Context: an optimization exercise on an open-source flow, tuned for small area, a short achievable clock period and few clock cycles per item. The choices shown serve that exercise and are no tape-out recipe. RTL that was checked went through simulation tests only; none was proved equivalent to the original. Power is estimated from default activity; no workload was simulated.

## boron_codec
module boron_codec(
    input         clk,
    input         rst,
    input         enc_start,
    input  [63:0] enc_plain,
    input  [79:0] enc_key,
    output [63:0] enc_out,
    output        enc_done,
    input         dec_start,
    input  [63:0] dec_cipher,
    input  [79:0] dec_key,
    output [63:0] dec_out,
    output        dec_done
);
==> module decryption, before the edit <==
module decryption(input clk,
                  input start,
                  input [63:0] ciphertext,
                  input [79:0] key_in,
                  output reg done,
                  output [63:0] message);
reg  [63:0] state;
reg  [79:0] key;
reg  [4:0]  rcounter;
reg         sched1, sched2, run;
reg         hi, ksched;
wire [79:0] kl_m = {key_in[66:0], key_in[79:67]};
wire [3:0]  kl_s;
boron_sbox u_kl (.a(kl_m[3:0]), .y(kl_s));
wire [79:0] key_l = {kl_m[79:64], kl_m[63:59], kl_m[58:4], kl_s};
wire [79:0] key_c [0:12];
assign key_c[0] = key;
genvar i;
generate for (i = 0; i < 12; i = i + 1) begin : g_ks
    localparam [4:0] RA = 1 + i, RB = 13 + i;
    wire [79:0] m = {key_c[i][66:0], key_c[i][79:67]};
    wire [3:0]  s;
    boron_sbox u_s (.a(m[3:0]), .y(s));
    assign key_c[i+1] = {m[79:64], m[63:59] ^ (hi ? RB : RA), m[58:4], s};
end endgenerate
wire [3:0]  kf_s;
boron_isbox u_kf (.a(key[3:0]), .y(kf_s));
wire [79:0] kf_m = {key[79:64], key[63:59] ^ rcounter, key[58:4], kf_s};
wire [79:0] key_f = {kf_m[12:0], kf_m[79:13]};
wire [63:0] t, sb;
boron_imix u_mix (.x(state), .t(t));
generate for (i = 0; i < 16; i = i + 1) begin : g_s
    boron_isbox u_s (.a(t[4*i +: 4]), .y(sb[4*i +: 4]));
end endgenerate
wire [63:0] state_r = sb ^ key_f[63:0];
assign message = state;
always @(posedge clk) begin
    if (!start) begin
        key      <= key_l;
        sched1   <= 1'b1;
        sched2   <= 1'b0;
        hi       <= 1'b0;
        ksched   <= 1'b1;
        run      <= 1'b0;
        done     <= 1'b0;
        rcounter <= 5'd24;
    end else begin
        sched1 <= 1'b0;
        sched2 <= sched1;
        hi     <= hi | sched1;
        ksched <= sched1;
        key <= ksched ? key_c[12] : key_f;
        if (sched2) begin
            state <= ciphertext ^ key_c[12][63:0];
            run   <= 1'b1;
        end
        if (run & !done) begin
            state    <= state_r;
            rcounter <= rcounter - 5'd1;
            if (rcounter == 5'd0)
                done <= 1'b1;
        end
    end
end
endmodule
==> flow/config.mk <==
export PLATFORM = sky130hd
export DESIGN_NAME = boron_codec
export DESIGN_NICKNAME = boron_codec
export VERILOG_FILES = /design/flow/design.v
export SDC_FILE = /design/flow/constraint.sdc
export NUM_CORES = 4
export LEC_CHECK = 0
export CAP_MARGIN = 20
export CORE_MARGIN = 2
export CORE_UTILIZATION = 60
export PLACE_DENSITY = 0.72
export SETUP_SLACK_MARGIN = 1.8
export SLEW_MARGIN = 20
export SYNTH_HIERARCHICAL = 1
==> flow/constraint.sdc <==
create_clock -name core_clock -period 4.0 [get_ports {clk}]
set_input_delay 0.8000 -clock core_clock [delete_from_list [all_inputs] [get_ports {clk}]]
set_output_delay 0.8000 -clock core_clock [all_outputs]
set_load 0.01 [all_outputs]
standard.sh (not shown) runs the stock make flow with config.mk's settings and CLKGATE_MAP_FILE= SYNTH_SCRIPT=/design/flow/synth_recipe.tcl, a recipe that flattens the netlist after the stock synthesis.
==> flow/flow/run.sh <==
#!/bin/bash
# The standard layout (standard.sh) with two changes:
#  - synthesis maps with ABC's &nf mapper (nf.script) instead of the ORFS
#    speed script, without 4-input muxes and without half-adder extraction
#    (synth.tcl, otherwise the standard flow's own synth_recipe.tcl);
#  - every port is buffered by sky130_fd_sc_hd__buf_1 instead of the
#    clock-delay buffer buffer_ports picks by default.
# ORFS writes each step's log under orfs/logs/; make's output goes to
# standard.log.
set -euo pipefail
here=$(cd "$(dirname "${BASH_SOURCE[0]}")" && pwd)
export BUFFER_PORTS_ARGS="-buffer_cell sky130_fd_sc_hd__buf_1"
export MY_ABC_SCRIPT="$here/nf.script"
grep -q 'SYNTH_SCRIPT=' standard.sh
sed "s#SYNTH_SCRIPT=[^ ]*#SYNTH_SCRIPT=$here/synth.tcl#" standard.sh > my_standard.sh
grep -q "SYNTH_SCRIPT=$here/synth.tcl" my_standard.sh
bash my_standard.sh > standard.log 2>&1
==> flow/flow/nf.script <==
&get -n
&st
&dch
&nf
&put
topo
stime -c
==> flow/flow/synth.tcl <==
proc synth {args} { yosys synth -nofsm -noshare {*}$args }
# Technology mapping: ABC's &nf mapper (area recovery, no buffering) in place
# of the ORFS scripts, without the 4-input muxes, and no half-adder
# extraction; OpenROAD's repair sizes and buffers the critical paths.
proc abc {args} {
  set i [lsearch -exact $args -script]
  if {$i >= 0} { lset args [expr {$i + 1}] $::env(MY_ABC_SCRIPT) }
  foreach c {mux4_1 mux4_2 mux4_4} { lappend args -dont_use sky130_fd_sc_hd__$c }
  yosys abc {*}$args
}
proc extract_fa {args} {}
source $::env(SCRIPTS_DIR)/synth.tcl
# left out here: clear keep_hierarchy, flatten, clean up, hide names made inside functions, write 1_2_yosys.v
The starting point finished clean.
Testbench counts at the start, summed over its fixed seeds: cycles 6,920, items 256.
Edit:
--- a/flow/design.v
+++ b/flow/design.v
@@ -64,26 +64,25 @@
                   output reg done,
                   output [63:0] message);
 reg  [63:0] state;
 reg  [79:0] key;
 reg  [4:0]  rcounter;
 reg         sched1, sched2, run;
-reg         hi, ksched;
 wire [79:0] kl_m = {key_in[66:0], key_in[79:67]};
 wire [3:0]  kl_s;
 boron_sbox u_kl (.a(kl_m[3:0]), .y(kl_s));
 wire [79:0] key_l = {kl_m[79:64], kl_m[63:59], kl_m[58:4], kl_s};
 wire [79:0] key_c [0:12];
 assign key_c[0] = key;
 genvar i;
 generate for (i = 0; i < 12; i = i + 1) begin : g_ks
     localparam [4:0] RA = 1 + i, RB = 13 + i;
     wire [79:0] m = {key_c[i][66:0], key_c[i][79:67]};
     wire [3:0]  s;
     boron_sbox u_s (.a(m[3:0]), .y(s));
-    assign key_c[i+1] = {m[79:64], m[63:59] ^ (hi ? RB : RA), m[58:4], s};
+    assign key_c[i+1] = {m[79:64], m[63:59] ^ (sched2 ? RB : RA), m[58:4], s};
 end endgenerate
 wire [3:0]  kf_s;
 boron_isbox u_kf (.a(key[3:0]), .y(kf_s));
 wire [79:0] kf_m = {key[79:64], key[63:59] ^ rcounter, key[58:4], kf_s};
 wire [79:0] key_f = {kf_m[12:0], kf_m[79:13]};
 wire [63:0] t, sb;
@@ -95,23 +94,19 @@
 assign message = state;
 always @(posedge clk) begin
     if (!start) begin
         key      <= key_l;
         sched1   <= 1'b1;
         sched2   <= 1'b0;
-        hi       <= 1'b0;
-        ksched   <= 1'b1;
         run      <= 1'b0;
         done     <= 1'b0;
         rcounter <= 5'd24;
     end else begin
         sched1 <= 1'b0;
         sched2 <= sched1;
-        hi     <= hi | sched1;
-        ksched <= sched1;
-        key <= ksched ? key_c[12] : key_f;
+        key <= (sched1 | sched2) ? key_c[12] : key_f;
         if (sched2) begin
             state <= ciphertext ^ key_c[12][63:0];
             run   <= 1'b1;
         end
         if (run & !done) begin
             state    <= state_r;
Outcome:
- global-route usage climbs by 1.1 points
- utilization drops by 0.81 points
- flip-flop and latch count drops by 2
- routed wire length climbs by 2.5%
- cell count drops by 0.59%
- worst hold slack is better by 8.0 ps
- worst setup slack is worse by 78 ps
- non-clock buffer count drops by 14
- design area drops by 1.6%
Testbench counts after the change, summed over its fixed seeds: cycles 6,920, items 256.

* * *

## south
The RTL this note starts from:
==> flow/design.v <==
module question1_c(
            input clk,
            input [63:0] plain_text,
            input [79:0] master_key,
            input rst,
            input start,
            output [63:0] out,
            output reg done);
function [3:0] sbox;
    input [3:0] x;
    case (x)
        4'h0: sbox = 4'hE; 4'h1: sbox = 4'h4; 4'h2: sbox = 4'hB; 4'h3: sbox = 4'h1;
        4'h4: sbox = 4'h7; 4'h5: sbox = 4'h9; 4'h6: sbox = 4'hC; 4'h7: sbox = 4'hA;
        4'h8: sbox = 4'hD; 4'h9: sbox = 4'h2; 4'hA: sbox = 4'h0; 4'hB: sbox = 4'hF;
        4'hC: sbox = 4'h8; 4'hD: sbox = 4'h5; 4'hE: sbox = 4'h3; default: sbox = 4'h6;
    endcase
endfunction
function [79:0] ks;
    input [79:0] k;
    input [4:0] r;
    reg [79:0] m;
    begin
        m = {k[66:0], k[79:67]};
        ks = {m[79:64], m[63:59] ^ r, m[58:4], sbox(m[3:0])};
    end
endfunction
function [15:0] rotl16;
    input [15:0] x;
    input integer n;
    rotl16 = (x << n) | (x >> (16 - n));
endfunction
function [63:0] rnd;
    input [63:0] x;
    reg [63:0] t;
    reg [15:0] b1, b2, b3, b4;
    integer i;
    begin
        for (i = 0; i < 16; i = i + 1)
            t[4*i +: 4] = sbox(x[4*i +: 4]);
        b1 = rotl16(t[15:0], 9);
        b2 = rotl16(t[31:16], 12);
        b3 = rotl16(t[47:32], 15);
        b4 = rotl16(t[63:48], 1);
        rnd = {b4 ^ b3 ^ b1, b3 ^ b1, b4 ^ b2, b4 ^ b2 ^ b1};
    end
endfunction
reg [63:0] state;
reg [79:0] key;
reg [4:0]  rcounter;
reg        fin, seen;
wire [79:0] next_key = ks(key, rcounter);
assign out = state;
always @(posedge clk) begin
    if (rst) begin
        state    <= plain_text ^ master_key[63:0];
        key      <= master_key;
        rcounter <= 5'd0;
        fin      <= 1'b0;
        seen     <= 1'b0;
        done     <= 1'b0;
    end else begin
        key      <= next_key;
        rcounter <= rcounter + 5'd1;
        if (!fin)
            state <= rnd(state) ^ next_key[63:0];
        if (rcounter == 5'd24)
            fin <= 1'b1;
        seen <= seen | start;
        done <= (fin | (rcounter == 5'd24)) & (seen | start);
    end
end
endmodule
module decryption(input clk,
                  input start,
                  input [63:0] ciphertext,
                  input [79:0] key_in,
                  output reg done,
                  output [63:0] message);
function [3:0] sbox;
    input [3:0] x;
    case (x)
        4'h0: sbox = 4'hE; 4'h1: sbox = 4'h4; 4'h2: sbox = 4'hB; 4'h3: sbox = 4'h1;
        4'h4: sbox = 4'h7; 4'h5: sbox = 4'h9; 4'h6: sbox = 4'hC; 4'h7: sbox = 4'hA;
        4'h8: sbox = 4'hD; 4'h9: sbox = 4'h2; 4'hA: sbox = 4'h0; 4'hB: sbox = 4'hF;
        4'hC: sbox = 4'h8; 4'hD: sbox = 4'h5; 4'hE: sbox = 4'h3; default: sbox = 4'h6;
    endcase
endfunction
function [3:0] isbox;
    input [3:0] x;
    case (x)
        4'hE: isbox = 4'h0; 4'h4: isbox = 4'h1; 4'hB: isbox = 4'h2; 4'h1: isbox = 4'h3;
        4'h7: isbox = 4'h4; 4'h9: isbox = 4'h5; 4'hC: isbox = 4'h6; 4'hA: isbox = 4'h7;
        4'hD: isbox = 4'h8; 4'h2: isbox = 4'h9; 4'h0: isbox = 4'hA; 4'hF: isbox = 4'hB;
        4'h8: isbox = 4'hC; 4'h5: isbox = 4'hD; 4'h3: isbox = 4'hE; default: isbox = 4'hF;
    endcase
endfunction
function [79:0] ks;
    input [79:0] k;
    input [4:0] r;
    reg [79:0] m;
    begin
        m = {k[66:0], k[79:67]};
        ks = {m[79:64], m[63:59] ^ r, m[58:4], sbox(m[3:0])};
    end
endfunction
function [79:0] kf;
    input [79:0] k;
    input [4:0] r;
    reg [79:0] m;
    begin
        m = {k[79:64], k[63:59] ^ r, k[58:4], isbox(k[3:0])};
        kf = {m[12:0], m[79:13]};
    end
endfunction
function [79:0] ks12;
    input [79:0] k;
    input hi;
    integer i;
    reg [79:0] t;
    begin
        t = k;
        for (i = 0; i < 12; i = i + 1)
            t = ks(t, hi ? 5'd13 + i : 5'd1 + i);
        ks12 = t;
    end
endfunction
function [15:0] rotr16;
    input [15:0] x;
    input integer n;
    rotr16 = (x >> n) | (x << (16 - n));
endfunction
function [63:0] irnd;
    input [63:0] x;
    reg [15:0] b1, b2, b3, b4;
    reg [63:0] t;
    integer i;
    begin
        b1 = rotr16(x[31:16] ^ x[15:0], 9);
        b2 = rotr16(x[63:48] ^ x[47:32] ^ x[31:16], 12);
        b3 = rotr16(x[47:32] ^ x[31:16] ^ x[15:0], 15);
        b4 = rotr16(x[47:32] ^ x[63:48], 1);
        t = {b4, b3, b2, b1};
        for (i = 0; i < 16; i = i + 1)
            irnd[4*i +: 4] = isbox(t[4*i +: 4]);
    end
endfunction
reg [63:0] state;
reg [79:0] key;
reg [4:0]  rcounter;
reg        sched1, sched2, run;
wire [79:0] key_s = ks12(key, sched2);
wire [79:0] key_f = kf(key, rcounter);
assign message = state;
always @(posedge clk) begin
    if (!start) begin
        key      <= ks(key_in, 5'd0);
        sched1   <= 1'b1;
        sched2   <= 1'b0;
        run      <= 1'b0;
        done     <= 1'b0;
        rcounter <= 5'd24;
    end else begin
        sched1 <= 1'b0;
        sched2 <= sched1;
        key <= (sched1 | sched2) ? key_s : key_f;
        if (sched2) begin
            state <= ciphertext ^ key_s[63:0];
            run   <= 1'b1;
        end
        if (run & !done) begin
            state    <= irnd(state) ^ key_f[63:0];
            rcounter <= rcounter - 5'd1;
            if (rcounter == 5'd0)
                done <= 1'b1;
        end
    end
end
endmodule
module boron_codec(
    input         clk,
    input         rst,
    input         enc_start,
    input  [63:0] enc_plain,
    input  [79:0] enc_key,
    output [63:0] enc_out,
    output        enc_done,
    input         dec_start,
    input  [63:0] dec_cipher,
    input  [79:0] dec_key,
    output [63:0] dec_out,
    output        dec_done
);
question1_c u_enc (.clk(clk),.plain_text(enc_plain),.master_key(enc_key),.rst(rst),.start(enc_start),.out(enc_out),.done(enc_done));
decryption  u_dec (.clk(clk),.start(dec_start),.ciphertext(dec_cipher),.key_in(dec_key),.done(dec_done),.message(dec_out));
endmodule
export LEC_CHECK = 0
export CAP_MARGIN = 20
export CORE_MARGIN = 2
export CORE_UTILIZATION = 40
export PLACE_DENSITY = 0.6
export SLEW_MARGIN = 20
create_clock -name core_clock -period 4.0 [get_ports {clk}]
run.sh (not shown) runs the stock make flow with config.mk's settings and CLKGATE_MAP_FILE= SYNTH_SCRIPT=/design/flow/synth_recipe.tcl, a recipe that flattens the netlist after the stock synthesis.
Stock flow here: none of the scripts above is used.
[inputs] north vs south
-- flow/design.v --
<<< south, line 9
function [3:0] sbox;
    input [3:0] x;
    case (x)
        4'h0: sbox = 4'hE; 4'h1: sbox = 4'h4; 4'h2: sbox = 4'hB; 4'h3: sbox = 4'h1;
        4'h4: sbox = 4'h7; 4'h5: sbox = 4'h9; 4'h6: sbox = 4'hC; 4'h7: sbox = 4'hA;
        4'h8: sbox = 4'hD; 4'h9: sbox = 4'h2; 4'hA: sbox = 4'h0; 4'hB: sbox = 4'hF;
        4'hC: sbox = 4'h8; 4'hD: sbox = 4'h5; 4'hE: sbox = 4'h3; default: sbox = 4'h6;
    endcase
endfunction
function [79:0] ks;
>>> north, line 9
function [3:0] sbox;
    input [3:0] x;
    reg [63:0] tbl;
    begin
        tbl = 64'h6358F02DAC971B4E;
        sbox = tbl[4*x +: 4];
    end
endfunction
function [79:0] ks;
<<< south, line 50
reg        fin, seen;
wire [79:0] next_key = ks(key, rcounter);
assign out = state;
always @(posedge clk) begin
>>> north, line 49
reg        fin, seen;
wire [79:0] next_key = ks(key, rcounter);
wire [63:0] next_state = rnd(state) ^ next_key[63:0];
assign out = state;
always @(posedge clk) begin
<<< south, line 63
        rcounter <= rcounter + 5'd1;
        if (!fin)
            state <= rnd(state) ^ next_key[63:0];
        if (rcounter == 5'd24)
            fin <= 1'b1;
>>> north, line 63
        rcounter <= rcounter + 5'd1;
        if (!fin)
            state <= next_state;
        if (rcounter == 5'd24)
            fin <= 1'b1;
<<< south, line 79
function [3:0] sbox;
    input [3:0] x;
    case (x)
        4'h0: sbox = 4'hE; 4'h1: sbox = 4'h4; 4'h2: sbox = 4'hB; 4'h3: sbox = 4'h1;
        4'h4: sbox = 4'h7; 4'h5: sbox = 4'h9; 4'h6: sbox = 4'hC; 4'h7: sbox = 4'hA;
        4'h8: sbox = 4'hD; 4'h9: sbox = 4'h2; 4'hA: sbox = 4'h0; 4'hB: sbox = 4'hF;
        4'hC: sbox = 4'h8; 4'hD: sbox = 4'h5; 4'hE: sbox = 4'h3; default: sbox = 4'h6;
    endcase
endfunction
function [3:0] isbox;
    input [3:0] x;
    case (x)
        4'hE: isbox = 4'h0; 4'h4: isbox = 4'h1; 4'hB: isbox = 4'h2; 4'h1: isbox = 4'h3;
        4'h7: isbox = 4'h4; 4'h9: isbox = 4'h5; 4'hC: isbox = 4'h6; 4'hA: isbox = 4'h7;
        4'hD: isbox = 4'h8; 4'h2: isbox = 4'h9; 4'h0: isbox = 4'hA; 4'hF: isbox = 4'hB;
        4'h8: isbox = 4'hC; 4'h5: isbox = 4'hD; 4'h3: isbox = 4'hE; default: isbox = 4'hF;
    endcase
endfunction
function [79:0] ks;
>>> north, line 79
function [3:0] sbox;
    input [3:0] x;
    reg [63:0] tbl;
    begin
        tbl = 64'h6358F02DAC971B4E;
        sbox = tbl[4*x +: 4];
    end
endfunction
function [3:0] isbox;
    input [3:0] x;
    reg [63:0] tbl;
    begin
        tbl = 64'hB086275C4FD1E93A;
        isbox = tbl[4*x +: 4];
    end
endfunction
function [79:0] ks;
<<< south, line 151
wire [79:0] key_s = ks12(key, sched2);
wire [79:0] key_f = kf(key, rcounter);
assign message = state;
always @(posedge clk) begin
    if (!start) begin
        key      <= ks(key_in, 5'd0);
        sched1   <= 1'b1;
        sched2   <= 1'b0;
>>> north, line 149
wire [79:0] key_s = ks12(key, sched2);
wire [79:0] key_f = kf(key, rcounter);
wire [79:0] key_l = ks(key_in, 5'd0);
wire [63:0] state_w = ciphertext ^ key_s[63:0];
wire [63:0] state_r = irnd(state) ^ key_f[63:0];
assign message = state;
always @(posedge clk) begin
    if (!start) begin
        key      <= key_l;
        sched1   <= 1'b1;
        sched2   <= 1'b0;
<<< south, line 165
        key <= (sched1 | sched2) ? key_s : key_f;
        if (sched2) begin
            state <= ciphertext ^ key_s[63:0];
            run   <= 1'b1;
        end
        if (run & !done) begin
            state    <= irnd(state) ^ key_f[63:0];
            rcounter <= rcounter - 5'd1;
            if (rcounter == 5'd0)
>>> north, line 166
        key <= (sched1 | sched2) ? key_s : key_f;
        if (sched2) begin
            state <= state_w;
            run   <= 1'b1;
        end
        if (run & !done) begin
            state    <= state_r;
            rcounter <= rcounter - 5'd1;
            if (rcounter == 5'd0)
==> results.txt <==
- north: no failed stages, no open violations at the end
- Of north and south, the run reporting the lower design area was north.
- Combinational cell fraction of total power | north above south
- Compared with south, north shows floorplan die width that has gone down by a few percent.
- Going from south to north, number of diodes grows by 4.
- [compare] base=south new=north: number of detailed-routing iterations run before antenna repair saw an increase, effective utilization at floorplan saw an increase.
- north: critical path data required time 170 ps below south
- Re core outline area: north and south aren't equal, and the lower value belongs to north.
- Re total power: north and south aren't equal, and the higher value belongs to south.
Testbench counts of north, summed over its fixed seeds: cycles 6,920, items 256.
Only the layout flow was run in south; the RTL was not checked for function there.

## what the ideal ports hide
The flow's constraints put no driver on any port. The routed layouts listed below were extracted and timed again, unchanged, in two steps.
Step 1, drivers: a clkbuf_16 drives clk and a buf_2 each remaining input, both assumed.
Step 2 also shifts input and output timing later by t, the mid clock arrival at the registers, as if the neighbouring blocks saw the same clock.
a / b / c = no drivers / after step 1 / after step 2; a / b = the first two.
run	t (ns)	setup WS [ns]	latest minus earliest clock arrival (ns)	worst register clock-pin slew, ns	cell pins on the clock port's net
the first run of note 1	0.562	1.767 / 1.752 / 1.487	0.016 / 0.017	0.07 / 0.07	1
the second run of note 1	0.572	1.690 / 1.690 / 1.402	0.018 / 0.018	0.06 / 0.06	1
south	0.665	1.056 / 1.095 / 0.431	0.023 / 0.023	0.06 / 0.06	1
north	0.623	0.670 / 0.670 / 0.670	0.024 / 0.024	0.06 / 0.06	1
After both steps every run listed still meets setup and hold. For south, which loses most, drivers alone change the setup slack by +0.039 ns; drivers and shift together by -0.625 ns.
